Context: an optimization exercise on an open-source flow, tuned for small area. The choices shown serve that exercise and are no tape-out recipe.
In this exercise RTL edits were held to simulation tests only and were not proved equivalent to the original.
Power figures rest on the tool's default switching activity, not on a simulated workload.

==> flow/design.v <==
module fir_filter(
    input              clk,
    input              n_rst,
    input  signed [7:0] din,
    output reg signed [7:0] dout
);
reg [7:0] d0;
reg [7:0] d1;
reg [7:0] d2;
reg [7:0] d3;
reg [7:0] d4;
reg [7:0] d5;
reg [7:0] d6;
reg [7:0] d7;
reg [7:0] d8;
reg [7:0] d9;
reg [7:0] d10;
reg [7:0] d11;
reg [7:0] d12;
reg [7:0] d13;
reg [16:0] m;
wire n1, n2, n3, n4, n5, n6, n7, n8, n9, n10, n11, n12, n13, n14, n15, n16, n17, n18, n19, n20, n21, n22, n23, n24, n25, n26, n27, n28, n29, n30, n31, n32, n33, n34, n35, n36, n37, n38, n39, n40, n41, n42, n43, n44, n45, n46, n47, n48, n49, n50, n51, n52, n53, n54, n55, n56, n57, n58, n59, n60, n61, n62, n63, n64, n65, n66, n67, n68, n69, n70, n71, n72, n73, n74, n75, n76, n77, n78, n79, n80, n81, n82, n83, n84, n85, n86, n87, n88, n89, n90, n91, n92, n93, n94, n95, n96, n97, n98, n99, n100, n101, n102, n103, n104, n105, n106, n107, n108, n109, n110, n111, n112, n113, n114, n115, n116, n117, n118, n119, n120, n121, n122, n123, n124, n125, n126, n127, n128, n129, n130, n131, n132, n133, n134, n135, n136, n137, n138, n139, n140, n141, n142, n143, n144, n145, n146, n147, n148, n149, n150, n151, n152, n153, n154, n155, n156, n157, n158, n159, n160, n161, n162, n163, n164, n165, n166, n167, n168, n169, n170, n171, n172, n173, n174, n175, n176, n177, n178, n179, n180, n181, n182, n183, n184, n185, n186, n187, n188, n189, n190, n191, n192, n193, n194, n195, n196, n197, n198, n199, n200, n201, n202, n203, n204, n205, n206, n207, n208, n209, n210, n211, n212, n213, n214, n215, n216, n217, n218, n219, n220, n221, n222, n223, n224, n225, n226, n227, n228, n229, n230, n231, n232, n233, n234, n235, n236, n237, n238, n239, n240, n241, n242, n243, n244, n245, n246, n247, n248, n249, n250, n251, n252, n253, n254, n255, n256, n257, n258, n259, n260, n261, n262, n263, n264, n265, n266, n267, n268, n269, n270, n271, n272, n273, n274, n275, n276, n277, n278, n279, n280, n281, n282, n283, n284, n285, n286, n287, n288, n289, n290, n291, n292, n293, n294, n295, n296, n297, n298, n299, n300, n301, n302, n303, n304, n305, n306, n307, n308, n309, n310, n311, n312, n313, n314, n315, n316, n317, n318, n319, n320, n321, n322, n323, n324, n325, n326, n327, n328, n329, n330, n331, n332, n333, n334, n335, n336, n337, n338, n339, n340, n341, n342, n343, n344, n345, n346, n347, n348, n349, n350, n351, n352, n353, n354, n355, n356, n357, n359, n361, n363, n365, n367, n369, n371, n373, n375, n376, n377, n378, n379, n380, n381, n382, n383, n384, n385, n386, n387, n388, n389, n390, n391, n392, n393, n394, n395, n396, n397, n398, n399, n400, n401;
assign n1 = d1[0] ^ d13[0];
assign n2 = d1[0] & d13[0];
assign n3 = d1[1] ^ d13[1] ^ n2;
assign n4 = (d1[1] & d13[1]) | (n2 & (d1[1] ^ d13[1]));
assign n5 = d1[2] ^ d13[2] ^ n4;
assign n6 = (d1[2] & d13[2]) | (n4 & (d1[2] ^ d13[2]));
assign n7 = d1[3] ^ d13[3] ^ n6;
assign n8 = (d1[3] & d13[3]) | (n6 & (d1[3] ^ d13[3]));
assign n9 = d1[4] ^ d13[4] ^ n8;
assign n10 = (d1[4] & d13[4]) | (n8 & (d1[4] ^ d13[4]));
assign n11 = d1[5] ^ d13[5] ^ n10;
assign n12 = (d1[5] & d13[5]) | (n10 & (d1[5] ^ d13[5]));
assign n13 = d1[6] ^ d13[6] ^ n12;
assign n14 = (d1[6] & d13[6]) | (n12 & (d1[6] ^ d13[6]));
assign n15 = d1[7] ^ d13[7] ^ n14;
assign n16 = (d1[7] & d13[7]) | (n14 & (d1[7] ^ d13[7]));
assign n17 = d2[0] ^ d12[0];
assign n18 = d2[0] & d12[0];
assign n19 = d2[1] ^ d12[1] ^ n18;
assign n20 = (d2[1] & d12[1]) | (n18 & (d2[1] ^ d12[1]));
assign n21 = d2[2] ^ d12[2] ^ n20;
assign n22 = (d2[2] & d12[2]) | (n20 & (d2[2] ^ d12[2]));
assign n23 = d2[3] ^ d12[3] ^ n22;
assign n24 = (d2[3] & d12[3]) | (n22 & (d2[3] ^ d12[3]));
assign n25 = d2[4] ^ d12[4] ^ n24;
assign n26 = (d2[4] & d12[4]) | (n24 & (d2[4] ^ d12[4]));
assign n27 = d2[5] ^ d12[5] ^ n26;
assign n28 = (d2[5] & d12[5]) | (n26 & (d2[5] ^ d12[5]));
assign n29 = d2[6] ^ d12[6] ^ n28;
assign n30 = (d2[6] & d12[6]) | (n28 & (d2[6] ^ d12[6]));
assign n31 = d2[7] ^ d12[7] ^ n30;
assign n32 = (d2[7] & d12[7]) | (n30 & (d2[7] ^ d12[7]));
assign n33 = d4[0] ^ d10[0];
assign n34 = d4[0] & d10[0];
assign n35 = d4[1] ^ d10[1] ^ n34;
assign n36 = (d4[1] & d10[1]) | (n34 & (d4[1] ^ d10[1]));
assign n37 = d4[2] ^ d10[2] ^ n36;
assign n38 = (d4[2] & d10[2]) | (n36 & (d4[2] ^ d10[2]));
assign n39 = d4[3] ^ d10[3] ^ n38;
assign n40 = (d4[3] & d10[3]) | (n38 & (d4[3] ^ d10[3]));
assign n41 = d4[4] ^ d10[4] ^ n40;
assign n42 = (d4[4] & d10[4]) | (n40 & (d4[4] ^ d10[4]));
assign n43 = d4[5] ^ d10[5] ^ n42;
assign n44 = (d4[5] & d10[5]) | (n42 & (d4[5] ^ d10[5]));
assign n45 = d4[6] ^ d10[6] ^ n44;
assign n46 = (d4[6] & d10[6]) | (n44 & (d4[6] ^ d10[6]));
assign n47 = d4[7] ^ d10[7] ^ n46;
assign n48 = (d4[7] & d10[7]) | (n46 & (d4[7] ^ d10[7]));
assign n49 = d5[0] ^ d9[0];
assign n50 = d5[0] & d9[0];
assign n51 = d5[1] ^ d9[1] ^ n50;
assign n52 = (d5[1] & d9[1]) | (n50 & (d5[1] ^ d9[1]));
assign n53 = d5[2] ^ d9[2] ^ n52;
assign n54 = (d5[2] & d9[2]) | (n52 & (d5[2] ^ d9[2]));
assign n55 = d5[3] ^ d9[3] ^ n54;
assign n56 = (d5[3] & d9[3]) | (n54 & (d5[3] ^ d9[3]));
assign n57 = d5[4] ^ d9[4] ^ n56;
assign n58 = (d5[4] & d9[4]) | (n56 & (d5[4] ^ d9[4]));
assign n59 = d5[5] ^ d9[5] ^ n58;
assign n60 = (d5[5] & d9[5]) | (n58 & (d5[5] ^ d9[5]));
assign n61 = d5[6] ^ d9[6] ^ n60;
assign n62 = (d5[6] & d9[6]) | (n60 & (d5[6] ^ d9[6]));
assign n63 = d5[7] ^ d9[7] ^ n62;
assign n64 = (d5[7] & d9[7]) | (n62 & (d5[7] ^ d9[7]));
assign n65 = d6[0] ^ d8[0];
assign n66 = d6[0] & d8[0];
assign n67 = d6[1] ^ d8[1] ^ n66;
assign n68 = (d6[1] & d8[1]) | (n66 & (d6[1] ^ d8[1]));
assign n69 = d6[2] ^ d8[2] ^ n68;
assign n70 = (d6[2] & d8[2]) | (n68 & (d6[2] ^ d8[2]));
assign n71 = d6[3] ^ d8[3] ^ n70;
assign n72 = (d6[3] & d8[3]) | (n70 & (d6[3] ^ d8[3]));
assign n73 = d6[4] ^ d8[4] ^ n72;
assign n74 = (d6[4] & d8[4]) | (n72 & (d6[4] ^ d8[4]));
assign n75 = d6[5] ^ d8[5] ^ n74;
assign n76 = (d6[5] & d8[5]) | (n74 & (d6[5] ^ d8[5]));
assign n77 = d6[6] ^ d8[6] ^ n76;
assign n78 = (d6[6] & d8[6]) | (n76 & (d6[6] ^ d8[6]));
assign n79 = d6[7] ^ d8[7] ^ n78;
assign n80 = (d6[7] & d8[7]) | (n78 & (d6[7] ^ d8[7]));
assign n81 = ~n1;
assign n82 = ~n3;
assign n83 = ~n5;
assign n84 = ~n7;
assign n85 = ~n9;
assign n86 = ~n11;
assign n87 = ~n13;
assign n88 = ~n15;
assign n89 = ~n16;
assign n90 = ~n17;
assign n91 = ~n19;
assign n92 = ~n21;
assign n93 = ~n23;
assign n94 = ~n25;
assign n95 = ~n27;
assign n96 = ~n29;
assign n97 = ~n31;
assign n98 = ~n32;
assign n99 = ~n65;
assign n100 = ~n67;
assign n101 = ~n69;
assign n102 = ~n71;
assign n103 = ~n73;
assign n104 = ~n75;
assign n105 = ~n77;
assign n106 = ~n79;
assign n107 = ~n80;
assign n108 = ~d7[0];
assign n109 = ~d7[1];
assign n110 = ~d7[2];
assign n111 = ~d7[3];
assign n112 = ~d7[4];
assign n113 = ~d7[5];
assign n114 = ~d7[6];
assign n115 = ~d7[7];
assign n116 = n108 ^ n33;
assign n117 = n108 & n33;
assign n118 = ~(n109 ^ n65);
assign n119 = n109 | n65;
assign n120 = n117 ^ n118 ^ n35;
assign n121 = (n117 & n118) | (n35 & (n117 ^ n118));
assign n122 = ~(n110 ^ n33);
assign n123 = n110 | n33;
assign n124 = n90 ^ n119 ^ n122;
assign n125 = (n90 & n119) | (n122 & (n90 ^ n119));
assign n126 = n67 ^ n124 ^ n121;
assign n127 = (n67 & n124) | (n121 & (n67 ^ n124));
assign n128 = n37 ^ n92;
assign n129 = n37 & n92;
assign n130 = n111 ^ n1 ^ n123;
assign n131 = (n111 & n1) | (n123 & (n111 ^ n1));
assign n132 = n35 ^ n91 ^ n125;
assign n133 = (n35 & n91) | (n125 & (n35 ^ n91));
assign n134 = n130 ^ n69 ^ n129;
assign n135 = (n130 & n69) | (n129 & (n130 ^ n69));
assign n136 = n132 ^ n127 ^ n39;
assign n137 = (n132 & n127) | (n39 & (n132 ^ n127));
assign n138 = n93 ^ n134;
assign n139 = n93 & n134;
assign n140 = n112 ^ n49 ^ n90;
assign n141 = (n112 & n49) | (n90 & (n112 ^ n49));
assign n142 = n99 ^ n3 ^ n140;
assign n143 = (n99 & n3) | (n140 & (n99 ^ n3));
assign n144 = n131 ^ n37 ^ n92;
assign n145 = (n131 & n37) | (n92 & (n131 ^ n37));
assign n146 = n133 ^ n142 ^ n71;
assign n147 = (n133 & n142) | (n71 & (n133 ^ n142));
assign n148 = n144 ^ n135 ^ n41;
assign n149 = (n144 & n135) | (n41 & (n144 ^ n135));
assign n150 = n137 ^ n146 ^ n94;
assign n151 = (n137 & n146) | (n94 & (n137 ^ n146));
assign n152 = n139 ^ n148;
assign n153 = n139 & n148;
assign n154 = n113 ^ n33 ^ n81;
assign n155 = (n113 & n33) | (n81 & (n113 ^ n33));
assign n156 = n51 ^ n91 ^ n100;
assign n157 = (n51 & n91) | (n100 & (n51 ^ n91));
assign n158 = n141 ^ n154 ^ n5;
assign n159 = (n141 & n154) | (n5 & (n141 ^ n154));
assign n160 = n156 ^ n143 ^ n39;
assign n161 = (n156 & n143) | (n39 & (n156 ^ n143));
assign n162 = n158 ^ n93 ^ n145;
assign n163 = (n158 & n93) | (n145 & (n158 ^ n93));
assign n164 = n73 ^ n147 ^ n160;
assign n165 = (n73 & n147) | (n160 & (n73 ^ n147));
assign n166 = n162 ^ n43 ^ n149;
assign n167 = (n162 & n43) | (n149 & (n162 ^ n43));
assign n168 = n95 ^ n151 ^ n164;
assign n169 = (n95 & n151) | (n164 & (n95 ^ n151));
assign n170 = n153 ^ n166;
assign n171 = n153 & n166;
assign n172 = ~(n114 ^ n49);
assign n173 = n114 | n49;
assign n174 = n172 ^ n35 ^ n82;
assign n175 = (n172 & n35) | (n82 & (n172 ^ n35));
assign n176 = n155 ^ n53 ^ n92;
assign n177 = (n155 & n53) | (n92 & (n155 ^ n53));
assign n178 = n101 ^ n157 ^ n174;
assign n179 = (n101 & n157) | (n174 & (n101 ^ n157));
assign n180 = n7 ^ n159 ^ n176;
assign n181 = (n7 & n159) | (n176 & (n7 ^ n159));
assign n182 = n178 ^ n41 ^ n161;
assign n183 = (n178 & n41) | (n161 & (n178 ^ n41));
assign n184 = n163 ^ n94 ^ n180;
assign n185 = (n163 & n94) | (n180 & (n163 ^ n94));
assign n186 = n75 ^ n165 ^ n182;
assign n187 = (n75 & n165) | (n182 & (n75 ^ n165));
assign n188 = n184 ^ n45 ^ n167;
assign n189 = (n184 & n45) | (n167 & (n184 ^ n45));
assign n190 = n96 ^ n169 ^ n186;
assign n191 = (n96 & n169) | (n186 & (n96 ^ n169));
assign n192 = n171 ^ n188;
assign n193 = n171 & n188;
assign n194 = ~(d7[0] ^ n115);
assign n195 = d7[0] | n115;
assign n196 = n65 ^ n194 ^ n173;
assign n197 = (n65 & n194) | (n173 & (n65 ^ n194));
assign n198 = n51 ^ n196 ^ n37;
assign n199 = (n51 & n196) | (n37 & (n51 ^ n196));
assign n200 = n83 ^ n175 ^ n55;
assign n201 = (n83 & n175) | (n55 & (n83 ^ n175));
assign n202 = n198 ^ n93 ^ n102;
assign n203 = (n198 & n93) | (n102 & (n198 ^ n93));
assign n204 = n177 ^ n179 ^ n9;
assign n205 = (n177 & n179) | (n9 & (n177 ^ n179));
assign n206 = n200 ^ n181 ^ n202;
assign n207 = (n200 & n181) | (n202 & (n200 ^ n181));
assign n208 = n43 ^ n183 ^ n204;
assign n209 = (n43 & n183) | (n204 & (n43 ^ n183));
assign n210 = n95 ^ n185 ^ n206;
assign n211 = (n95 & n185) | (n206 & (n95 ^ n185));
assign n212 = n77 ^ n187 ^ n208;
assign n213 = (n77 & n187) | (n208 & (n77 ^ n187));
assign n214 = n210 ^ n47 ^ n189;
assign n215 = (n210 & n47) | (n189 & (n210 ^ n47));
assign n216 = n97 ^ n191 ^ n212;
assign n217 = (n97 & n191) | (n212 & (n97 ^ n191));
assign n218 = n193 ^ n214;
assign n219 = n193 & n214;
assign n220 = ~(d7[1] ^ n195);
assign n221 = d7[1] | n195;
assign n222 = n220 ^ n67 ^ n197;
assign n223 = (n220 & n67) | (n197 & (n220 ^ n67));
assign n224 = n53 ^ n222 ^ n39;
assign n225 = (n53 & n222) | (n39 & (n53 ^ n222));
assign n226 = n199 ^ n84 ^ n57;
assign n227 = (n199 & n84) | (n57 & (n199 ^ n84));
assign n228 = n201 ^ n224 ^ n203;
assign n229 = (n201 & n224) | (n203 & (n201 ^ n224));
assign n230 = n94 ^ n103 ^ n11;
assign n231 = (n94 & n103) | (n11 & (n94 ^ n103));
assign n232 = n205 ^ n226 ^ n207;
assign n233 = (n205 & n226) | (n207 & (n205 ^ n226));
assign n234 = n228 ^ n45 ^ n209;
assign n235 = (n228 & n45) | (n209 & (n228 ^ n45));
assign n236 = n230 ^ n96 ^ n211;
assign n237 = (n230 & n96) | (n211 & (n230 ^ n96));
assign n238 = n232 ^ n48 ^ n79;
assign n239 = (n232 & n48) | (n79 & (n232 ^ n48));
assign n240 = n98 ^ n213 ^ n234;
assign n241 = (n98 & n213) | (n234 & (n98 ^ n213));
assign n242 = n236 ^ n215 ^ n238;
assign n243 = (n236 & n215) | (n238 & (n236 ^ n215));
assign n244 = n217 ^ n240 ^ n219;
assign n245 = (n217 & n240) | (n219 & (n217 ^ n240));
assign n246 = ~(d7[2] ^ n221);
assign n247 = d7[2] | n221;
assign n248 = n246 ^ n69 ^ n223;
assign n249 = (n246 & n69) | (n223 & (n246 ^ n69));
assign n250 = n55 ^ n248 ^ n41;
assign n251 = (n55 & n248) | (n41 & (n55 ^ n248));
assign n252 = n225 ^ n85 ^ n59;
assign n253 = (n225 & n85) | (n59 & (n225 ^ n85));
assign n254 = n227 ^ n250 ^ n229;
assign n255 = (n227 & n250) | (n229 & (n227 ^ n250));
assign n256 = n95 ^ n104 ^ n13;
assign n257 = (n95 & n104) | (n13 & (n95 ^ n104));
assign n258 = n231 ^ n252 ^ n233;
assign n259 = (n231 & n252) | (n233 & (n231 ^ n252));
assign n260 = n254 ^ n80 ^ n47;
assign n261 = (n254 & n80) | (n47 & (n254 ^ n80));
assign n262 = n235 ^ n256 ^ n97;
assign n263 = (n235 & n256) | (n97 & (n235 ^ n256));
assign n264 = n237 ^ n258 ^ n239;
assign n265 = (n237 & n258) | (n239 & (n237 ^ n258));
assign n266 = n260 ^ n241 ^ n262;
assign n267 = (n260 & n241) | (n262 & (n260 ^ n241));
assign n268 = n264 ^ n243 ^ n266;
assign n269 = (n264 & n243) | (n266 & (n264 ^ n243));
assign n270 = d7[3] ^ n247 ^ n71;
assign n271 = (d7[3] & n247) | (n71 & (d7[3] ^ n247));
assign n272 = n249 ^ n57 ^ n270;
assign n273 = (n249 & n57) | (n270 & (n249 ^ n57));
assign n274 = n43 ^ n251 ^ n86;
assign n275 = (n43 & n251) | (n86 & (n43 ^ n251));
assign n276 = n272 ^ n61 ^ n253;
assign n277 = (n272 & n61) | (n253 & (n272 ^ n61));
assign n278 = n255 ^ n96 ^ n105;
assign n279 = (n255 & n96) | (n105 & (n255 ^ n96));
assign n280 = n274 ^ n48 ^ n15;
assign n281 = (n274 & n48) | (n15 & (n274 ^ n48));
assign n282 = n257 ^ n98 ^ n276;
assign n283 = (n257 & n98) | (n276 & (n257 ^ n98));
assign n284 = n259 ^ n278 ^ n261;
assign n285 = (n259 & n278) | (n261 & (n259 ^ n278));
assign n286 = n280 ^ n263 ^ n282;
assign n287 = (n280 & n263) | (n282 & (n280 ^ n263));
assign n288 = n265 ^ n284 ^ n267;
assign n289 = (n265 & n284) | (n267 & (n265 ^ n284));
assign n290 = n286 ^ n269;
assign n291 = n286 & n269;
assign n292 = ~(d7[4] ^ n73);
assign n293 = d7[4] | n73;
assign n294 = n271 ^ n292 ^ n59;
assign n295 = (n271 & n292) | (n59 & (n271 ^ n292));
assign n296 = n273 ^ n45 ^ n294;
assign n297 = (n273 & n45) | (n294 & (n273 ^ n45));
assign n298 = n87 ^ n275 ^ n16;
assign n299 = (n87 & n275) | (n16 & (n87 ^ n275));
assign n300 = n63 ^ n277 ^ n97;
assign n301 = (n63 & n277) | (n97 & (n63 ^ n277));
assign n302 = n106 ^ n279 ^ n296;
assign n303 = (n106 & n279) | (n296 & (n106 ^ n279));
assign n304 = n281 ^ n298 ^ n283;
assign n305 = (n281 & n298) | (n283 & (n281 ^ n298));
assign n306 = n300 ^ n302 ^ n285;
assign n307 = (n300 & n302) | (n285 & (n300 ^ n302));
assign n308 = n304 ^ n287 ^ n306;
assign n309 = (n304 & n287) | (n306 & (n304 ^ n287));
assign n310 = n289 ^ n291;
assign n311 = n289 & n291;
assign n312 = ~(d7[5] ^ n293);
assign n313 = d7[5] | n293;
assign n314 = n75 ^ n312 ^ n61;
assign n315 = (n75 & n312) | (n61 & (n75 ^ n312));
assign n316 = n295 ^ n64 ^ n47;
assign n317 = (n295 & n64) | (n47 & (n295 ^ n64));
assign n318 = n98 ^ n107 ^ n297;
assign n319 = (n98 & n107) | (n297 & (n98 ^ n107));
assign n320 = n314 ^ n88 ^ n299;
assign n321 = (n314 & n88) | (n299 & (n314 ^ n88));
assign n322 = n316 ^ n301 ^ n303;
assign n323 = (n316 & n301) | (n303 & (n316 ^ n301));
assign n324 = n318 ^ n320 ^ n305;
assign n325 = (n318 & n320) | (n305 & (n318 ^ n320));
assign n326 = n322 ^ n307 ^ n324;
assign n327 = (n322 & n307) | (n324 & (n322 ^ n307));
assign n328 = n309 ^ n326;
assign n329 = n309 & n326;
assign n330 = ~(d7[6] ^ n313);
assign n331 = d7[6] | n313;
assign n332 = n330 ^ n77 ^ n48;
assign n333 = (n330 & n77) | (n48 & (n330 ^ n77));
assign n334 = n63 ^ n315 ^ n89;
assign n335 = (n63 & n315) | (n89 & (n63 ^ n315));
assign n336 = n317 ^ n332 ^ n319;
assign n337 = (n317 & n332) | (n319 & (n317 ^ n332));
assign n338 = n334 ^ n321 ^ n336;
assign n339 = (n334 & n321) | (n336 & (n334 ^ n321));
assign n340 = n323 ^ n325 ^ n338;
assign n341 = (n323 & n325) | (n338 & (n323 ^ n325));
assign n342 = n327 ^ n340;
assign n343 = n327 & n340;
assign n344 = ~(d7[7] ^ n331);
assign n345 = d7[7] | n331;
assign n346 = n344 ^ n64 ^ n79;
assign n347 = (n344 & n64) | (n79 & (n344 ^ n64));
assign n348 = n333 ^ n335 ^ n346;
assign n349 = (n333 & n335) | (n346 & (n333 ^ n335));
assign n350 = n337 ^ n348 ^ n339;
assign n351 = (n337 & n348) | (n339 & (n337 ^ n348));
assign n352 = n341 ^ n350;
assign n353 = n341 & n350;
assign n354 = n345 ^ n80 ^ n347;
assign n355 = (n345 & n80) | (n347 & (n345 ^ n80));
assign n356 = n354 ^ n349 ^ n351;
assign n357 = (n354 & n349) | (n351 & (n354 ^ n349));
assign n359 = n90 & n116;
assign n361 = (n359 & n91) | (n120 & (n359 ^ n91));
assign n363 = (n128 & n126) | (n361 & (n128 ^ n126));
assign n365 = (n136 & n363) | (n138 & (n136 ^ n363));
assign n367 = (n150 & n365) | (n152 & (n150 ^ n365));
assign n369 = (n168 & n170) | (n367 & (n168 ^ n170));
assign n371 = (n190 & n192) | (n369 & (n190 ^ n192));
assign n373 = (n216 & n218) | (n371 & (n216 ^ n218));
assign n375 = (n242 & n244) | (n373 & (n242 ^ n244));
assign n376 = m[0] ^ m[1] ^ m[2];
assign n377 = (m[0] & m[1]) | (m[2] & (m[0] ^ m[1]));
assign n378 = m[3] ^ m[4] ^ n377;
assign n379 = (m[3] & m[4]) | (n377 & (m[3] ^ m[4]));
assign n380 = m[5] ^ m[6] ^ n379;
assign n381 = (m[5] & m[6]) | (n379 & (m[5] ^ m[6]));
assign n382 = m[7] ^ m[8] ^ n381;
assign n383 = (m[7] & m[8]) | (n381 & (m[7] ^ m[8]));
assign n384 = m[9] ^ m[10] ^ n383;
assign n385 = (m[9] & m[10]) | (n383 & (m[9] ^ m[10]));
assign n386 = m[11] ^ m[12] ^ n385;
assign n387 = (m[11] & m[12]) | (n385 & (m[11] ^ m[12]));
assign n388 = m[13] ^ m[14] ^ n387;
assign n389 = (m[13] & m[14]) | (n387 & (m[13] ^ m[14]));
assign n390 = m[15] ^ m[16] ^ n389;
assign n391 = (m[15] & m[16]) | (n389 & (m[15] ^ m[16]));
assign n392 = ~n391;
assign n393 = n392 ^ n390;
assign n394 = n393 ? n390 : n378;
assign n395 = n393 ? n390 : n380;
assign n396 = n393 ? n390 : n382;
assign n397 = n393 ? n390 : n384;
assign n398 = n393 ? n390 : n386;
assign n399 = n393 ? n390 : n388;
assign n400 = n393 | n376;
assign n401 = ~din[7];
always @(posedge clk or negedge n_rst) begin
    if (!n_rst) begin
        d0 <= 8'h80;
        d1 <= 8'h80;
        d2 <= 8'h80;
        d3 <= 8'h80;
        d4 <= 8'h80;
        d5 <= 8'h80;
        d6 <= 8'h80;
        d7 <= 8'h80;
        d8 <= 8'h80;
        d9 <= 8'h80;
        d10 <= 8'h80;
        d11 <= 8'h80;
        d12 <= 8'h80;
        d13 <= 8'h80;
        m <= 17'h18000;
        dout <= 8'sd0;
    end else begin
        d0[0] <= din[0];
        d0[1] <= din[1];
        d0[2] <= din[2];
        d0[3] <= din[3];
        d0[4] <= din[4];
        d0[5] <= din[5];
        d0[6] <= din[6];
        d0[7] <= n401;
        d1[0] <= d0[0];
        d1[1] <= d0[1];
        d1[2] <= d0[2];
        d1[3] <= d0[3];
        d1[4] <= d0[4];
        d1[5] <= d0[5];
        d1[6] <= d0[6];
        d1[7] <= d0[7];
        d2[0] <= d1[0];
        d2[1] <= d1[1];
        d2[2] <= d1[2];
        d2[3] <= d1[3];
        d2[4] <= d1[4];
        d2[5] <= d1[5];
        d2[6] <= d1[6];
        d2[7] <= d1[7];
        d3[0] <= d2[0];
        d3[1] <= d2[1];
        d3[2] <= d2[2];
        d3[3] <= d2[3];
        d3[4] <= d2[4];
        d3[5] <= d2[5];
        d3[6] <= d2[6];
        d3[7] <= d2[7];
        d4[0] <= d3[0];
        d4[1] <= d3[1];
        d4[2] <= d3[2];
        d4[3] <= d3[3];
        d4[4] <= d3[4];
        d4[5] <= d3[5];
        d4[6] <= d3[6];
        d4[7] <= d3[7];
        d5[0] <= d4[0];
        d5[1] <= d4[1];
        d5[2] <= d4[2];
        d5[3] <= d4[3];
        d5[4] <= d4[4];
        d5[5] <= d4[5];
        d5[6] <= d4[6];
        d5[7] <= d4[7];
        d6[0] <= d5[0];
        d6[1] <= d5[1];
        d6[2] <= d5[2];
        d6[3] <= d5[3];
        d6[4] <= d5[4];
        d6[5] <= d5[5];
        d6[6] <= d5[6];
        d6[7] <= d5[7];
        d7[0] <= d6[0];
        d7[1] <= d6[1];
        d7[2] <= d6[2];
        d7[3] <= d6[3];
        d7[4] <= d6[4];
        d7[5] <= d6[5];
        d7[6] <= d6[6];
        d7[7] <= d6[7];
        d8[0] <= d7[0];
        d8[1] <= d7[1];
        d8[2] <= d7[2];
        d8[3] <= d7[3];
        d8[4] <= d7[4];
        d8[5] <= d7[5];
        d8[6] <= d7[6];
        d8[7] <= d7[7];
        d9[0] <= d8[0];
        d9[1] <= d8[1];
        d9[2] <= d8[2];
        d9[3] <= d8[3];
        d9[4] <= d8[4];
        d9[5] <= d8[5];
        d9[6] <= d8[6];
        d9[7] <= d8[7];
        d10[0] <= d9[0];
        d10[1] <= d9[1];
        d10[2] <= d9[2];
        d10[3] <= d9[3];
        d10[4] <= d9[4];
        d10[5] <= d9[5];
        d10[6] <= d9[6];
        d10[7] <= d9[7];
        d11[0] <= d10[0];
        d11[1] <= d10[1];
        d11[2] <= d10[2];
        d11[3] <= d10[3];
        d11[4] <= d10[4];
        d11[5] <= d10[5];
        d11[6] <= d10[6];
        d11[7] <= d10[7];
        d12[0] <= d11[0];
        d12[1] <= d11[1];
        d12[2] <= d11[2];
        d12[3] <= d11[3];
        d12[4] <= d11[4];
        d12[5] <= d11[5];
        d12[6] <= d11[6];
        d12[7] <= d11[7];
        d13[0] <= d12[0];
        d13[1] <= d12[1];
        d13[2] <= d12[2];
        d13[3] <= d12[3];
        d13[4] <= d12[4];
        d13[5] <= d12[5];
        d13[6] <= d12[6];
        d13[7] <= d12[7];
        m[0] <= n245;
        m[1] <= n268;
        m[2] <= n375;
        m[3] <= n288;
        m[4] <= n290;
        m[5] <= n308;
        m[6] <= n310;
        m[7] <= n311;
        m[8] <= n328;
        m[9] <= n329;
        m[10] <= n342;
        m[11] <= n343;
        m[12] <= n352;
        m[13] <= n353;
        m[14] <= n356;
        m[15] <= n355;
        m[16] <= n357;
        dout[0] <= n400;
        dout[1] <= n394;
        dout[2] <= n395;
        dout[3] <= n396;
        dout[4] <= n397;
        dout[5] <= n398;
        dout[6] <= n399;
        dout[7] <= n392;
    end
end
endmodule
==> flow/flow/run.sh <==
#!/bin/bash
# Own layout flow: the standard synthesis (unchanged) fixes the registers;
# its combinational logic is then replaced by the equivalent hand-built
# full-adder netlist from gen4.py, and the standard ORFS flow lays it out.
set -uo pipefail
HERE=$(pwd)
RES=$HERE/orfs/results/$FLOW_PLATFORM/fir_filter/base
bash standard.sh synth > synth_std.log 2>&1 || { echo "standard synthesis failed"; exit 1; }
cp $RES/1_2_yosys.v std_synth.v
python3 flow/gen4.py flow/spec.json gen_rtl.v own_net.v > gen.log 2>&1
if python3 flow/inject.py std_synth.v own_net.v injected.v > inject.log 2>&1; then
  cp injected.v $RES/1_2_yosys.v
  rm -f $RES/1_synth.odb $RES/1_synth.sdc
  bash standard.sh synth > synth_odb.log 2>&1 || { echo "odb from injected netlist failed"; exit 1; }
else
  echo "register mismatch, keeping the standard netlist" | tee -a inject.log
fi
# clock tree: no dummy balancing loads, small clock buffers
export CTS_ARGS="-sink_clustering_enable -repair_clock_nets -dont_use_dummy_load -buf_list sky130_fd_sc_hd__clkbuf_8"
bash standard.sh > layout.log 2>&1
==> flow/flow/gen4.py <==
#!/usr/bin/env python3
"""Generator for fir_filter (13-tap symmetric FIR, sky130hd).

Writes two files describing the same circuit:
  * rtl  : plain Verilog (registers + assign statements), the version's RTL
  * net  : the same logic as sky130_fd_sc_hd cells (full/half adders etc.)

Structure (two pipeline stages after the sample delay line):
  d0..d13 : sample delay line, d0 = newest sample. Bit 7 of every sample
            register holds the inverted sign bit, so sample value
            x = {~r[7], r[6:0]} - 128 (reset value of r[7] is 1 -> x = 0).
  stage 1 : S = sum c[k] * d[k+1] (k = 0..12) built as a carry-save tree of
            full adders; columns 0..8 are summed completely, columns 9..17
            are kept as (up to) two rows in registers ma / mb.
  stage 2 : dout <= sat((ma + mb) >> 0)  (the rows hold S[17:9])
"""
import sys, json

AREA = {"fa_1": 20.0192, "ha_1": 12.512, "maj3_1": 10.0096, "and2_1": 6.256,
        "xor2_1": 8.7584, "xnor2_1": 8.7584, "or2_1": 6.256, "inv_1": 3.7536,
        "mux2_1": 11.2608, "dfrtp_1": 25.024, "conb_1": 3.7536, "nor2_1": 3.7536,
        "nand2_1": 3.7536, "dfstp_1": 26.2752, "a21oi_1": 5.0048, "o21ai_0": 5.0048,
        "mux2i_1": 10.0096, "xnor3_1": 22.5216, "xor3_1": 23.7728}
DLY = {"fa_s": 0.45, "fa_c": 0.38, "ha_s": 0.28, "ha_c": 0.20, "g": 0.12, "x2": 0.25, "o2": 0.20}
W = 18
CLKQ = 0.35

class Bit:
    __slots__ = ("net", "neg", "t")
    def __init__(s, net, neg=False, t=CLKQ):
        s.net, s.neg, s.t = net, neg, t

# cell functions as verilog expressions (for the RTL)
FUN = {
    "fa_1":   {"SUM": "{A} ^ {B} ^ {CIN}", "COUT": "({A} & {B}) | ({CIN} & ({A} ^ {B}))"},
    "ha_1":   {"SUM": "{A} ^ {B}", "COUT": "{A} & {B}"},
    "maj3_1": {"X": "({A} & {B}) | ({C} & ({A} ^ {B}))"},
    "and2_1": {"X": "{A} & {B}"},
    "or2_1":  {"X": "{A} | {B}"},
    "xor2_1": {"X": "{A} ^ {B}"},
    "xnor2_1": {"Y": "~({A} ^ {B})"},
    "inv_1":  {"Y": "~{A}"},
    "mux2_1": {"X": "{S} ? {A1} : {A0}"},
}
OUTS = {"SUM", "COUT", "X", "Y", "HI", "LO", "Q"}

class Builder:
    def __init__(s, spec):
        s.spec = spec
        s.cells = []
        s.n = 0
        s.K = 0
    def new(s):
        s.n += 1; return f"n{s.n}"
    def cell(s, typ, pins):
        s.cells.append([typ, pins])
    def fa(s, a, b, c):
        xs = [a, b, c]
        ks = [x for x in xs if x.net == "1'b1"]
        if ks:
            assert len(ks) == 1
            o = [x for x in xs if x.net != "1'b1"]
            return s.fa1(o[0], o[1])
        so, co = s.new(), s.new()
        s.cell("fa_1", {"A": a.net, "B": b.net, "CIN": c.net, "SUM": so, "COUT": co})
        t = max(a.t, b.t, c.t)
        return Bit(so, a.neg, t + DLY["fa_s"]), Bit(co, a.neg, t + DLY["fa_c"])
    def ha(s, a, b):
        if b.net == "1'b1": a, b = b, a
        if a.net == "1'b1":
            assert b.net != "1'b1"
            return s.inv(b), b
        so, co = s.new(), s.new()
        s.cell("ha_1", {"A": a.net, "B": b.net, "SUM": so, "COUT": co})
        t = max(a.t, b.t)
        return Bit(so, a.neg, t + DLY["ha_s"]), Bit(co, a.neg, t + DLY["ha_c"])
    def inv(s, a):
        y = s.new(); s.cell("inv_1", {"A": a.net, "Y": y})
        return Bit(y, a.neg, a.t + DLY["g"])
    def fa1(s, a, b):
        so, co = s.new(), s.new()
        s.cell("xnor2_1", {"A": a.net, "B": b.net, "Y": so})
        s.cell("or2_1", {"A": a.net, "B": b.net, "X": co})
        t = max(a.t, b.t)
        return Bit(so, False, t + DLY["x2"]), Bit(co, False, t + DLY["o2"])

    def ripple(s, bits_a, bits_b, lo, hi):
        """unsigned ripple add of positive bits in positions lo..hi (dicts pos->Bit);
        returns dict pos->Bit incl. carry at hi+1"""
        out = {}; c = None
        for p in range(lo, hi + 1):
            xs = [x for x in (bits_a.get(p), bits_b.get(p), c) if x is not None]
            if len(xs) == 3: sm, c = s.fa(*xs)
            elif len(xs) == 2: sm, c = s.ha(*xs)
            elif len(xs) == 1: sm, c = xs[0], None
            else: sm, c = None, None
            if sm is not None: out[p] = sm
        if c is not None: out[hi + 1] = c
        return out

    def column(s, p, cols, target):
        """reduce column p to `target` positive bits; carries to p+1"""
        col = cols.get(p, [])
        nxt = cols.setdefault(p + 1, [])
        while True:
            pos = sorted([b for b in col if not b.neg], key=lambda b: b.t)
            neg = sorted([b for b in col if b.neg], key=lambda b: b.t)
            if not neg and len(pos) <= target: break
            cand = []
            if len(neg) >= 3: cand.append((neg[2].t, "n"))
            if len(pos) >= 3 and (len(pos) + len(neg) > target + 1 or neg): cand.append((pos[2].t, "p"))
            if cand:
                cand.sort()
                grp = neg[:3] if cand[0][1] == "n" else pos[:3]
                for b in grp: col.remove(b)
                sm, cy = s.fa(*grp)
                col.append(sm); nxt.append(cy)
            elif neg:
                b = neg[0]; col.remove(b)
                nb = s.inv(b); nb.neg = False
                col.append(nb); s.K -= 1 << p
            elif len(pos) > target:
                sm, cy = s.ha(pos[0], pos[1])
                col.remove(pos[0]); col.remove(pos[1]); col.append(sm); nxt.append(cy)
            else:
                break
        cols[p] = col
        return col

    def build(s):
        spec = s.spec
        nodes = {}
        # sample j as unsigned {~s, x[6:0]}, value = u - 128
        for j in range(1, 14):
            nodes[f"x{j}"] = ({i: Bit(f"d{j}[{i}]") for i in range(8)}, -128)
        for name, (a, b), chunks in spec["pre"]:
            va, ka = nodes[a]; vb, kb = nodes[b]
            out = {}; extra = []
            lo = 0
            for hi in chunks:
                r = s.ripple(va, vb, lo, hi)
                for p, x in r.items():
                    if p in out: extra.append((p, x))
                    else: out[p] = x
                lo = hi + 1
            nodes[name] = (out, ka + kb, extra)
        cols = {}
        comp = {}
        def cbit(x):
            if x.net not in comp: comp[x.net] = s.inv(x)
            return comp[x.net]
        for nd, coef in spec["out"]:
            v = nodes[nd]
            vec, k = v[0], v[1]
            extra = v[2] if len(v) > 2 else []
            sh = abs(coef).bit_length() - 1
            assert abs(coef) == 1 << sh
            neg = coef < 0
            for p, x in list(vec.items()) + extra:
                if p + sh >= W: continue
                if neg:   # -b = ~b - 1
                    cols.setdefault(p + sh, []).append(cbit(x))
                    s.K -= 1 << (p + sh)
                else:
                    cols.setdefault(p + sh, []).append(x)
            s.K += coef * k
        # inversions of leftover negative bits (see column()) depend only on
        # the negative bit counts: account for them in K up front
        nn = {p: sum(1 for x in c if x.neg) for p, c in cols.items()}
        for p in range(W):
            n = nn.get(p, 0); f = 0
            while n >= 3: n -= 2; f += 1
            nn[p + 1] = nn.get(p + 1, 0) + f
            s.K -= n << p
        s.K %= 1 << W
        for p in range(W):
            if (s.K >> p) & 1:
                cols.setdefault(p, []).append(Bit("1'b1", False, 0.0))
        s.Kpre = s.K; s.K = 0; s.Kinv = sum(0 for _ in ())
        s.rows = {}
        for p in range(W):
            tgt = 1 if p == W - 1 else 2
            s.column(p, cols, tgt)
        cols.pop(W, None)
        # carry of the low columns 0..8 into column 9 (only the carry is used)
        c = None
        for p in range(9):
            xs = sorted(cols.get(p, []) + ([c] if c else []), key=lambda b: b.t)
            if len(xs) == 3: _, c = s.fa(*xs)
            elif len(xs) == 2: _, c = s.ha(*xs)
            else: c = None
        if c: cols[9].append(c)
        # stage-1 carry-propagate where the bits are early enough: each
        # column so resolved needs one register instead of two
        bud = spec.get("res_budget", 0.0)
        for p in range(9, W):
            col = sorted(cols.get(p, []), key=lambda b: b.t)
            while len(col) >= 2:
                if len(col) >= 3:
                    t = col[2].t + DLY["fa_s"]
                    if t > bud: break
                    sm, cy = s.fa(col[0], col[1], col[2]); col = col[3:]
                else:
                    t = col[1].t + DLY["ha_s"]
                    if t > bud: break
                    sm, cy = s.ha(col[0], col[1]); col = col[2:]
                col.append(sm); col.sort(key=lambda b: b.t)
                if p + 1 < W: cols.setdefault(p + 1, []).append(cy)
            cols[p] = col
        for p in range(9, W):
            s.rows[p] = cols[p]
        return s

def stage2(b):
    """mid registers -> ripple -> sat -> dout"""
    mid = []   # (regname, src Bit, col)
    rows = b.rows
    cnt = {}
    for p in range(9, W):
        for x in rows[p]:
            mid.append((None, x, p))
    k = 0
    for i, (nm, x, p) in enumerate(mid):
        if x.net != "1'b1":
            mid[i] = (f"m[{k}]", x, p); k += 1
    # stage 2 ripple over registered bits
    cols = {}
    for nm, x, p in mid:
        cols.setdefault(p, []).append(Bit("1'b1", False, 0.0) if x.net == "1'b1" else Bit(nm, False, CLKQ))
    C = sum(1 << p for nm, x, p in mid if x.net == "1'b1")
    mid = [m for m in mid if m[1].net != "1'b1"]
    # reset values of the mid registers: their weighted sum plus the
    # constants must be 0 mod 2^W (S = 0 while the state is cleared)
    T = (-C) % (1 << W)
    best = None
    n = len(mid)
    import itertools
    # greedy over columns with carry: choose per column how many bits are set
    bycol = {}
    for i, (nm, x, p) in enumerate(mid): bycol.setdefault(p, []).append(i)
    def dfs(p, carry, chosen):
        nonlocal best
        if p == W:
            if best is None or len(chosen) < len(best): best = list(chosen)
            return
        idx = bycol.get(p, [])
        for k in range(len(idx) + 1):
            tot = carry + k
            if (tot & 1) != ((T >> p) & 1): continue
            dfs(p + 1, tot >> 1, chosen + idx[:k])
    dfs(9, 0, [])
    assert best is not None, "no reset encoding"
    b.setregs = set(mid[i][0] for i in best)
    S = {}
    for p in range(9, W):
        col = cols.get(p, [])
        while len(col) >= 2:
            col.sort(key=lambda x: x.t)
            if len(col) >= 3:
                sm, cy = b.fa(col[0], col[1], col[2]); col = col[3:] + [sm]
            else:
                if p == W - 1 and "1'b1" in (col[0].net, col[1].net):
                    sm = b.inv([x for x in col if x.net != "1'b1"][0]); cy = None
                else:
                    sm, cy = b.ha(col[0], col[1])
                col = [sm]
            if p + 1 < W and cy is not None: cols.setdefault(p + 1, []).append(cy)
        if not col: raise RuntimeError("empty column")
        S[p] = col[0]
    sb = lambda p: S[p].net
    ovf = b.new(); b.cell("xor2_1", {"A": sb(17), "B": sb(16), "X": ovf})
    dn = [None] * 8
    dn[7] = sb(17)
    for i in range(1, 7):
        y = b.new(); b.cell("mux2_1", {"A0": sb(9 + i), "A1": sb(16), "S": ovf, "X": y}); dn[i] = y
    y = b.new(); b.cell("or2_1", {"A": ovf, "B": sb(9), "X": y}); dn[0] = y
    # registers: (cell, regbit name, D net, reset value)
    regs = []
    for j in range(14):
        for i in range(8):
            if j == 0:
                src = "din[7]" if i == 7 else f"din[{i}]"
            else:
                src = f"d{j-1}[{i}]"
            regs.append(("dfstp_1" if i == 7 else "dfrtp_1", f"d{j}[{i}]", src))
    for nm, x, p in mid:
        regs.append(("dfstp_1" if nm in b.setregs else "dfrtp_1", nm, x.net))
    for i in range(8):
        regs.append(("dfrtp_1", f"dout[{i}]", dn[i]))
    # din[7] must be inverted into d0[7]
    y = b.new(); b.cell("inv_1", {"A": "din[7]", "Y": y})
    regs = [(c, r, (y if r == "d0[7]" else d)) for c, r, d in regs]
    prune(b, set(r[2] for r in regs))
    return regs, mid

def prune(b, roots):
    changed = True
    while changed:
        changed = False
        used = set(roots)
        for typ, pins in b.cells:
            for p, n in pins.items():
                if p not in OUTS: used.add(n)
        new = []
        for c in b.cells:
            typ, pins = c
            outs = [p for p in pins if p in OUTS]
            live = [p for p in outs if pins[p] in used]
            if not live:
                changed = True; continue
            if typ == "fa_1" and live == ["COUT"]:
                c[0] = "maj3_1"; c[1] = {"A": pins["A"], "B": pins["B"], "C": pins["CIN"], "X": pins["COUT"]}; changed = True
            elif typ == "ha_1" and live == ["COUT"]:
                c[0] = "and2_1"; c[1] = {"A": pins["A"], "B": pins["B"], "X": pins["COUT"]}; changed = True
            elif typ == "ha_1" and live == ["SUM"]:
                c[0] = "xor2_1"; c[1] = {"A": pins["A"], "B": pins["B"], "X": pins["SUM"]}; changed = True
            elif typ == "xnor2_1" and False:
                pass
            new.append(c)
        b.cells = new

def regs_decl(regs):
    """group register bits by vector name -> width"""
    vec = {}
    for c, r, d in regs:
        nm, idx = r[:-1].split("[")
        vec.setdefault(nm, []).append(int(idx))
    return {k: max(v) + 1 for k, v in vec.items()}

def vnet(n):
    # nets named like d3[2], m0[4] are register outputs (vectors)
    return n

def write_rtl(b, regs, path, header):
    L = [header.rstrip(), "module fir_filter(",
         "    input              clk,",
         "    input              n_rst,",
         "    input  signed [7:0] din,",
         "    output reg signed [7:0] dout",
         ");", ""]
    vec = regs_decl(regs)
    for nm, w in vec.items():
        if nm == "dout": continue
        L.append(f"reg [{w-1}:0] {nm};")
    nets = sorted({n for typ, pins in b.cells for p, n in pins.items() if p in OUTS},
                  key=lambda n: int(n[1:]))
    L.append("wire " + ", ".join(nets) + ";")
    L.append("")
    for typ, pins in b.cells:
        for op, expr in FUN[typ].items():
            if op in pins:
                L.append(f"assign {pins[op]} = " + expr.format(**pins) + ";")
    L.append("")
    L.append("always @(posedge clk or negedge n_rst) begin")
    L.append("    if (!n_rst) begin")
    for nm, w in vec.items():
        rv = 0
        for c, r, d in regs:
            rn, idx = r[:-1].split("[")
            if rn == nm and c == "dfstp_1": rv |= 1 << int(idx)
        L.append(f"        {nm} <= {w}'h{rv:x};" if nm != "dout" else f"        dout <= 8'sd0;")
    L.append("    end else begin")
    for c, r, d in regs:
        L.append(f"        {r} <= {d};")
    L.append("    end")
    L.append("end")
    L.append("")
    L.append("endmodule")
    open(path, "w").write("\n".join(L) + "\n")

def esc(n):
    if "[" in n and not n.startswith(("din[", "dout[")):
        return "\\" + n + " "
    return n

def write_net(b, regs, path):
    L = ["module fir_filter(clk, n_rst, din, dout);",
         "  input clk;", "  input n_rst;", "  input [7:0] din;", "  output [7:0] dout;"]
    wires = set()
    for typ, pins in b.cells:
        wires |= set(pins.values())
    for c, r, d in regs: wires.add(r); wires.add(d)
    wires.discard("1'b1")
    for w in sorted(wires):
        if w.startswith(("din[", "dout[")): continue
        L.append(f"  wire {esc(w)};")
    for i, (typ, pins) in enumerate(b.cells):
        ps = ", ".join(f".{p}({esc(n)})" for p, n in pins.items())
        L.append(f"  sky130_fd_sc_hd__{typ} g{i} ({ps});")
    for c, r, d in regs:
        rst = "SET_B" if c == "dfstp_1" else "RESET_B"
        L.append(f"  sky130_fd_sc_hd__{c} \\{r}$_DFF_PN{'1' if c == 'dfstp_1' else '0'}_  (.CLK(clk), .D({esc(d)}), .Q({esc(r)}), .{rst}(n_rst));")
    L.append("endmodule")
    open(path, "w").write("\n".join(L) + "\n")

def area(b, regs):
    comb = sum(AREA[c[0]] for c in b.cells)
    return comb, comb + sum(AREA[r[0]] for r in regs)

if __name__ == "__main__":
    spec = json.load(open(sys.argv[1]))
    b = Builder(spec).build()
    regs, mid = stage2(b)
    from collections import Counter
    cnt = Counter(c[0] for c in b.cells)
    comb, tot = area(b, regs)
    print(f"regs {len(regs)} mid {len(mid)} comb {comb:.1f} total {tot:.1f} "
          f"mid_t {max(x.t for _, x, _ in mid):.2f}", dict(cnt), file=sys.stderr)
    if len(sys.argv) > 3:
        write_rtl(b, regs, sys.argv[2], open(sys.argv[4]).read() if len(sys.argv) > 4 else "")
        write_net(b, regs, sys.argv[3])
==> flow/flow/inject.py <==
#!/usr/bin/env python3
"""Swap the combinational logic of the standard synthesis netlist for the
hand-built cell netlist made by gen4.py, keeping the standard synthesis's
registers: same instance names, same cell types, same count.

usage: inject.py STD_NETLIST OWN_NETLIST OUT_NETLIST
Exits non-zero (and writes nothing) if the registers do not match.
"""
import re, sys

FF = re.compile(r'^\s*sky130_fd_sc_hd__(df\w+)\s+\\(\S+)\$_DFF_(\w+)_\s*\(', re.M)

def regs(path):
    txt = open(path).read()
    out = {}
    for typ, bit, kind in FF.findall(txt):
        out[bit] = (typ, kind)
    return txt, out

std_txt, std = regs(sys.argv[1])
own_txt, own = regs(sys.argv[2])
base = lambda t: t.rsplit("_", 1)[0]
ok = True
if set(std) != set(own):
    print("register sets differ:", sorted(set(std) ^ set(own))[:20]); ok = False
for bit in set(std) & set(own):
    if base(std[bit][0]) != base(own[bit][0]) or std[bit][1] != own[bit][1]:
        print("register type differs:", bit, std[bit], own[bit]); ok = False
if not ok:
    sys.exit(1)

def fix(m):
    typ, bit, kind = m.group(1), m.group(2), m.group(3)
    styp, skind = std[bit]
    return m.group(0).replace("sky130_fd_sc_hd__" + typ, "sky130_fd_sc_hd__" + styp, 1)
out = FF.sub(fix, own_txt)
open(sys.argv[3], "w").write(out)
print(f"injected netlist with {len(std)} registers")
==> flow/flow/spec.json <==
{"pre": [["q0", ["x1", "x13"], [7]], ["q1", ["x2", "x12"], [7]], ["q3", ["x4", "x10"], [7]], ["q4", ["x5", "x9"], [7]], ["q5", ["x6", "x8"], [7]]], "out": [["q0", -32], ["q0", 8], ["q1", -16], ["q1", -4], ["q1", -1], ["q3", 32], ["q3", 4], ["q3", 1], ["q4", 64], ["q4", 16], ["q5", 128], ["q5", -16], ["q5", 2], ["x7", 128], ["x7", -1]]}
==> flow/standard.sh <==
#!/bin/bash
# synth_recipe.tcl (not shown) runs the flow's synth.tcl, then flattens the netlist and writes it again
# the make line also repeats each setting of config.mk as NAME=value (left out here)
make -C /OpenROAD-flow-scripts/flow DESIGN_CONFIG=/design/flow/config.mk WORK_HOME=/design/flow/orfs CLKGATE_MAP_FILE= SYNTH_SCRIPT=/design/flow/synth_recipe.tcl "${@:-finish}"
==> flow/config.mk <==
export PLATFORM = sky130hd
export DESIGN_NAME = fir_filter
export DESIGN_NICKNAME = fir_filter
export VERILOG_FILES = /design/flow/design.v
export SDC_FILE = /design/flow/constraint.sdc
export NUM_CORES = 4
export LEC_CHECK = 0
export CAP_MARGIN = 20
export CORE_MARGIN = 2
export CORE_UTILIZATION = 70
export SLEW_MARGIN = 20
==> flow/constraint.sdc <==
create_clock -name core_clock -period 6.0 [get_ports {clk}]
set_input_delay 1.2000 -clock core_clock [delete_from_list [all_inputs] [get_ports {clk}]]
set_output_delay 1.2000 -clock core_clock [all_outputs]
set_load 0.01 [all_outputs]
==> results.txt <==
==> final cells by class <==
class	instances	area (um2)	share of cell area (%)
well taps	133	166.4	2.207
repair buffers	18	178.9	2.373
inverters	37	138.9	1.842
clock buffers	17	234.0	3.103
multi-input cells	196	3374	44.75
flip-flops and latches	137	3448	45.73
==> worst paths after layout <==
| kind | start | to | slack [ns] |
|---|---|---|---|
| setup / recovery | d5[0] | m[14] | 0.21 |
| hold / removal | d10[0] | d11[0] | 0.35 |
| setup reg to reg | d5[0] | m[14] | 0.21 |
| hold reg to reg | d10[0] | d11[0] | 0.35 |
| max in group asynchronous | n_rst | d9[2] | 3.99 |
| min in group asynchronous | n_rst | dout[3] | 0.78 |
==> cell usage in the layout (no fill, tap or decap) <==
cell / n
xnor2_1: 10
xor2_1: 1
buf_6: 1
dfstp_2: 16
ha_1: 17
or2_1: 11
mux2_1: 6
buf_4: 1
inv_1: 37
maj3_1: 8
dfrtp_1: 121
and2_1: 1
clkdlybuf4s50_1: 16
clkbuf_8: 17
fa_1: 142
==> power by group through the flow <==
stage	registers, mW	clock network, mW	logic [mW]
after global routing	1.23	0.584	3.42
after CTS	1.22	0.553	3.01
after global placement	1.23	0	2.92
after detailed placement	1.24	0	2.99
final	1.22	0.533	2.91
after floorplan	1.23	0	2.24
==> layer usage <==
| metal | wire (um) | vias up | track usage [%] |
|---|---|---|---|
| li1 | - | 1183 | - |
| met1 | 5337 | 1617 | 39.17 |
| met2 | 5297 | 46 | 35.29 |
| met3 | 348 | 14 | 4.846 |
| met4 | 108 | 0 | 7.046 |
| met5 | 0 | - | 0 |
==> registers in the layout, summed over array words and instances, names as in the netlist <==
signal and flops:
m 17, d0 8, d10 8, d11 8
d12 8, d13 8, d1 8, d2 8
d3 8, d4 8, d5 8, d6 8
d7 8, d8 8, d9 8, dout 8
==> stage by stage <==
step	std cells	hold slack, ns
CTS	538	0.3457
floorplan	370	0.3312
global route	538	0.3582
detailed placement	521	0.3355
global placement	521	0.3317
finish	538	0.3461
==> load_flow_metrics.sql <==
INSERT INTO impl_metrics (metric_group, metric, value, unit) VALUES
('run_status', 'run_status', 'no timing/DRC/antenna violations', ''),
('die', 'die_area', '10760', 'um2'),
('placed_design', 'gp_congestion', '0.8268', ''),
('drt', 'remaining_drc_errors', '0', ''),
('setup_path', 'r2r_cells', '13', ''),
('timing', 'worstMarginPinSlew', '0.7111', 'ns'),
('power', 'power_leakage', '3.248', 'nW'),
('drt', 'drtIter0Drc', '139', ''),
('timing', 'setup-tns-final', '0', 'ns'),
('timing', 'slew_headroom', '52.59', '%'),
('drt', 'routedWlPerCell', '20.62', 'um'),
('clock_tree', 'clock_buffer_count_from_cts', '17', ''),
('global_route', 'largest_net_degree_at_the_start_of_global_routing', '78', ''),
('placed_design', 'placedInstanceArea', '7307', 'um2'),
('power', 'pwr_density_cell', '617.6', 'nW/um2'),
('power', 'pwr-share-comb', '62.5', '%'),
('setup_path', 'critPathSlowestCell', 'fa_1', ''),
('setup_path', 'critical_path.cell_chain', 'ha_1, fa_1, fa_1, fa_1, fa_1, fa_1, fa_1, fa_1, fa_1, fa_1, fa_1, fa_1, fa_1', ''),
('yosys', 'synth.avg_cell_area', '18.82', 'um2'),
('setup_path', 'arrival', '6.07', 'ns'),
('drt', 'vias_per_cell', '5.316', ''),
('finish', 'utilization', '77.51', '%'),
('finish', 'layout.filler_cells', '563', ''),
('global_route', 'first_global_vias', '3493', ''),
('setup_path', 'kind_of_start_point_of_the_critical_path', 'flop', ''),
('drt', 'num_vias', '2860', ''),
('global_route', 'grt_antenna_before_repair', '0', ''),
('drt', 'detailedRoute.firstPassIterationCount', '6', ''),
('setup_path', 'critical_path_cell_count', '13', ''),
('yosys', 'post_syn_area', '6962', 'um2'),
('power', 'vdd_ir_drop_max', '0.6149', 'mV'),
('placed_design', 'place_worst_setup_slack', '0.1766', 'ns'),
('placed_design', 'dp_hpwl', '9291', 'um'),
('clock_tree', 'cts.htree.levels', '4', ''),
('die', 'start_util', '71.55', '%'),
('global_route', 'grt.total_usage', '24.29', '%'),
('yosys', 'postSynthNetCount', '539', ''),
('yosys', 'synth-warning-count', '1', ''),
('timing', 'hold_viol_final', '0', ''),
('drt', 'antenna_violating_nets_post_route', '0', ''),
('setup_path', 'cp.buffers_inverters', '0', ''),
('setup_path', 'worst_path_largest_cell_delay', '0.51', 'ns'),
('clock_tree', 'cts_tree', 'built', ''),
('global_route', 'grt.overflow.total', '0', ''),
('timing', 'post-route-worst-setup-slack', '0.2086', 'ns'),
('timing', 'period_share', '96.52', '%'),
('power', 'power.switching_fraction', '38.44', '%'),
('setup_path', 'path_delay_family', 'adder cells', ''),
('power', 'clock_power_share', '11.4', '%'),
('clock_tree', 'cts_root_buffer', 'clkbuf_8', ''),
('die', 'horizontal_extent_of_the_die', '103.7', 'um'),
('setup_path', 'critPathMaxFanout', '2', ''),
('timing', 'period_needed', '5.791', 'ns'),
('finish', 'drive_gt1_share', '8.642', '%'),
('power', 'p_int', '2.867', 'mW'),
('die', 'core', '9729', 'um2'),
('clock_tree', 'cts-hold-fix-buffers', '0', ''),
('job', 'max_cap_violations', '0', ''),
('power', 'seqPwrFrac', '26.1', '%'),
('yosys', 'syn_inst', '370', ''),
('global_route', 'grt_pass1_wl', '18510', 'um'),
('finish', 'area.growth.synth_to_final', '8.321', '%'),
('clock_tree', 'clock_pin_slew_reported_for_the_worst_setup_and_hold_paths_after_clock_tree_synthesis', '0.07', 'ns'),
('clock_tree', 'tritoncts_num_sinks', '137', ''),
('setup_path', 'critical_path.most_common_cell', 'fa_1', ''),
('hold_path', 'whs_path_depth', '0', ''),
('die', 'io_pins', '18', ''),
('clock_tree', 'cts_resized', '0', ''),
('placed_design', 'port_buffer_cells', '17', ''),
('timing', 'timing_limited_maximum_frequency', '172.7', 'MHz'),
('clock_tree', 'clk_path_buf_depth', '2', '');

==> port drivers added, routing unchanged <==
Ports are ideal in the flow. The routed layout listed here was re-timed in OpenROAD.
Step 1 (the two cells are an assumption about what drives the block):
set clk [get_ports {clk}]
set_driving_cell -lib_cell sky130_fd_sc_hd__clkbuf_16 $clk
set_driving_cell -lib_cell sky130_fd_sc_hd__buf_2 [delete_from_list [all_inputs] $clk]
Step 2 times the ports against the registers' clock, not the clock port: input delays grow and output delays shrink by t, the midpoint of the rising clock arrivals with the driver on.
a / b / c = ideal / step 1 / step 2; a / b = the first two.
shift t [ns]: 0.439
setup WS [ns]: 0.209 / 0.209 / 0.209
hold slack, ns: 0.346 / 0.346 / 0.346
slew at the worst register clock pin (ns): 0.08 / 0.08
pins driven straight from the clock port: 1
After both steps this run still meets setup and hold. For this run, drivers alone change the setup slack by 0.000 ns; drivers and shift together by 0.000 ns.
